From an optimization exercise on the open Yosys and OpenROAD flow, aimed at small area; shortcuts taken in it are not production practice. Function was checked by simulation only, so behaviour that the tests miss may differ from the original.

## job 773
==> flow/design.v (excerpt) <==
module rv32ic_core(
	input         clk,
	input         rst,
	output [31:0] bdi,
	output [31:0] baddr,
	output        bwr,
	output [1:0]  bsz,
	input  [31:0] bdo,
	input         brdy,
	input  [15:0] INT
);
	wire        rf_we;
	wire [4:0]  rf_wa, rf_ra;
	wire [31:0] rf_wd, rf_rd;
	rv32_core CPU(
		.clk(clk), .rst(rst),
		.bdi(bdi), .baddr(baddr), .bwr(bwr), .bsz(bsz),
		.bdo(bdo), .brdy(brdy), .INT(INT),
		.rf_we(rf_we), .rf_wa(rf_wa), .rf_wd(rf_wd), .rf_ra(rf_ra), .rf_rd(rf_rd)
	);
	regFile RF(
		.clk(clk), .rst(rst),
		.we(rf_we), .wa(rf_wa), .wd(rf_wd), .ra(rf_ra), .rd(rf_rd)
	);
endmodule
==> flow/config.mk <==
export PLATFORM = sky130hd
export DESIGN_NAME = rv32ic_core
export DESIGN_NICKNAME = rv32ic_core
export VERILOG_FILES = /design/flow/design.v
export SDC_FILE = /design/flow/constraint.sdc
export NUM_CORES = 4
export LEC_CHECK = 0
export CAP_MARGIN = 5
export CORE_MARGIN = 2
export CORE_UTILIZATION = 35
export CTS_BUF_LIST = sky130_fd_sc_hd__clkbuf_8
export CTS_CLUSTER_DIAMETER = 60
export CTS_CLUSTER_SIZE = 16
export PLACE_DENSITY = 0.55
export SLEW_MARGIN = 5
export SYNTH_HIERARCHICAL = 1
export SYNTH_MINIMUM_KEEP_SIZE = 0
==> flow/constraint.sdc <==
create_clock -name core_clock -period 15.0 [get_ports {clk}]
set_input_delay 3.0000 -clock core_clock [delete_from_list [all_inputs] [get_ports {clk}]]
set_output_delay 3.0000 -clock core_clock [all_outputs]
set_load 0.01 [all_outputs]
standard.sh (not shown) runs the stock make flow with config.mk's settings and CLKGATE_MAP_FILE= SYNTH_SCRIPT=/design/flow/synth_recipe.tcl, a recipe that flattens the netlist after the stock synthesis.
==> flow/flow/run.sh <==
#!/bin/bash
# The standard layout, with:
#  - port buffers from the smallest buffer cell,
#  - clock tree without dummy loads.
set -euo pipefail
export BUFFER_PORTS_ARGS="-buffer_cell sky130_fd_sc_hd__buf_1"
export CTS_ARGS="-sink_clustering_enable -repair_clock_nets -sink_clustering_size 20 -sink_clustering_max_diameter 50 -buf_list sky130_fd_sc_hd__clkbuf_8 -dont_use_dummy_load"
bash standard.sh > standard.log 2>&1
Job 773: PASS, flow complete, no timing, DRC or antenna violations
--- input diff job 773..job 9274 ---
==> flow/flow/run.sh <==
#!/bin/bash
# The standard layout, with:
#  - port buffers from the smallest buffer cell,
#  - clock tree without dummy loads,
#  - power recovery (downsizing off the critical paths) after global routing,
#    followed by a design repair of the slew and capacitance it broke
#    (flow/post_grt.tcl, run at the end of the global route step).
set -euo pipefail
export BUFFER_PORTS_ARGS="-buffer_cell sky130_fd_sc_hd__buf_1"
export CTS_ARGS="-sink_clustering_enable -repair_clock_nets -sink_clustering_size 16 -sink_clustering_max_diameter 60 -buf_list sky130_fd_sc_hd__clkbuf_8 -dont_use_dummy_load"
export RECOVER_POWER=100
export POST_GLOBAL_ROUTE_TCL="$PWD/flow/post_grt.tcl"
bash standard.sh > standard.log 2>&1
==> flow/flow/post_grt.tcl (new file) <==
# After power recovery at the end of global routing: repair the slew and
# capacitance violations that downsizing left, route the changed nets
# incrementally, and write the route guides again for detailed routing.
estimate_parasitics -global_routing
global_route -start_incremental
repair_design -slew_margin 5 -cap_margin 5
detailed_placement
global_route -end_incremental
estimate_parasitics -global_routing
report_check_types -max_slew -max_capacitance -violators
write_guides $::env(RESULTS_DIR)/route.guide
## What came out
- Job 773 completed; timing, DRC and antenna clean
- Job 9274 reached the end of the flow, and the finished layout is clean on the timing, DRC and antenna checks.
- Changes observed in job 9274 relative to job 773: insertion delay to the later sink of the worst-skew pair shows no meaningful change; number of stages on the worst hold path shows no meaningful change; maximum clock frequency -0.69 MHz; count of cell instances traversed by the critical path shows an increase of 2.
- Peak fanout along the critical path in job 9274 vs job 773: up 12%
- Routed wire length delta (job 9274 -> job 773): insignificant
- As far as maximum number of pins on one net before global-route repair goes, job 9274 and job 773 are indistinguishable; the numbers are identical.
Changes in job 3811 relative to job 9274:
==> flow/flow/run.sh <==
#!/bin/bash
# The standard layout, with the port buffers that global placement inserts
# made from the smallest buffer cell instead of the resizer's default pick.
set -euo pipefail
export BUFFER_PORTS_ARGS="-buffer_cell sky130_fd_sc_hd__buf_1"
bash standard.sh > standard.log 2>&1
--- a/flow/config.mk
+++ b/flow/config.mk
@@ -8 +8 @@
-export CAP_MARGIN = 5
+export CAP_MARGIN = 20
@@ -10 +10 @@
-export CORE_UTILIZATION = 35
+export CORE_UTILIZATION = 50
@@ -14,2 +14,2 @@
-export PLACE_DENSITY = 0.55
-export SLEW_MARGIN = 5
+export PLACE_DENSITY = 0.65
+export SLEW_MARGIN = 20
removed: flow/flow/post_grt.tcl
Results
- Job 3811: PASS, flow complete, no timing, DRC or antenna violations
- The share of cell area taken by flip-flops and latches reported for job 3811 is greater than that of job 9274 by 0.56 points.
- Relative to job 9274, die area has decreased by 30% in job 3811.
- Job 3811 against job 9274: max-cap check violation count was more or less identical, first-pass GRT wire length moved down, total of clock buffers placed in the layout now larger.
- Relative to job 9274, smallest setup slack after layout increased by 0.53 ns in job 3811.
## Diff of input files: job 3202 against job 3811
==> flow/flow/run.sh <==
#!/bin/bash
# The standard layout, with:
#  - port buffers from the smallest buffer cell,
#  - clock tree without dummy loads,
#  - after the standard synthesis, the larger plain buffers kept out of
#    the resizer's choice, so that repairs use small buffers.
set -euo pipefail
bash standard.sh synth > standard_synth.log 2>&1
export BUFFER_PORTS_ARGS="-buffer_cell sky130_fd_sc_hd__buf_1"
export CTS_ARGS="-sink_clustering_enable -repair_clock_nets -sink_clustering_size 16 -sink_clustering_max_diameter 60 -buf_list sky130_fd_sc_hd__clkbuf_8 -dont_use_dummy_load"
export DONT_USE_CELLS="sky130_fd_sc_hd__buf_4 sky130_fd_sc_hd__buf_6 sky130_fd_sc_hd__buf_8 sky130_fd_sc_hd__buf_12 sky130_fd_sc_hd__buf_16 sky130_fd_sc_hd__clkbuf_4 sky130_fd_sc_hd__clkbuf_16 sky130_fd_sc_hd__bufbuf_8 sky130_fd_sc_hd__bufbuf_16"
bash standard.sh > standard.log 2>&1
--- a/flow/config.mk
+++ b/flow/config.mk
@@ -8 +8 @@
-export CAP_MARGIN = 20
+export CAP_MARGIN = 5
@@ -10 +10 @@
-export CORE_UTILIZATION = 50
+export CORE_UTILIZATION = 35
@@ -14,2 +14,2 @@
-export PLACE_DENSITY = 0.65
-export SLEW_MARGIN = 20
+export PLACE_DENSITY = 0.55
+export SLEW_MARGIN = 5
Notes after the runs:
- Comparing job 3811 with job 3202, the area growth from synthesis to layout came out essentially unchanged.
- Comparing number of non-filler instances in the completed layout for job 3811 and job 3202, the bigger number came from job 3202.
- As far as sequential cell area share is concerned, job 3811 and job 3202 perform about the same.
- Job 3202 vs job 3811, maximum frequency went down by 3.0%.

==> separate check: timing with driven ports <==
No port has a modelled driver above. Below, the same layouts with a new extraction and two added sets of constraints. Step 1, drivers: a clkbuf_16 drives clk and a buf_2 each remaining input, both assumed. Step 2 moves the port delays by t, midway between the first and last clock arrival at a register: inputs arrive t later, outputs are due t later. That takes back most of the time a late clock gives input paths. Three values: ideal, step 1, step 2; two values: the first two.
| run | t, ns | setup slack, ns | hold slack, ns | worst setup path after step 2 | worst data-port slew with drivers (ns) |
|---|---|---|---|---|---|
| job 773 | 0.949 | 0.589 / 0.512 / 1.461 | 0.463 / 0.463 / 0.463 | register to output | 0.07 |
| job 9274 | 0.924 | 0.444 / 0.369 / 1.293 | 0.464 / 0.464 / 0.464 | register to output | 0.06 |
| job 3811 | 0.962 | 0.972 / 0.890 / 1.852 | 0.464 / 0.464 / 0.464 | register to output | 0.06 |
| job 3202 | 0.925 | 0.543 / 0.468 / 1.394 | 0.464 / 0.464 / 0.464 | register to output | 0.06 |
After both steps every run listed still meets setup and hold.
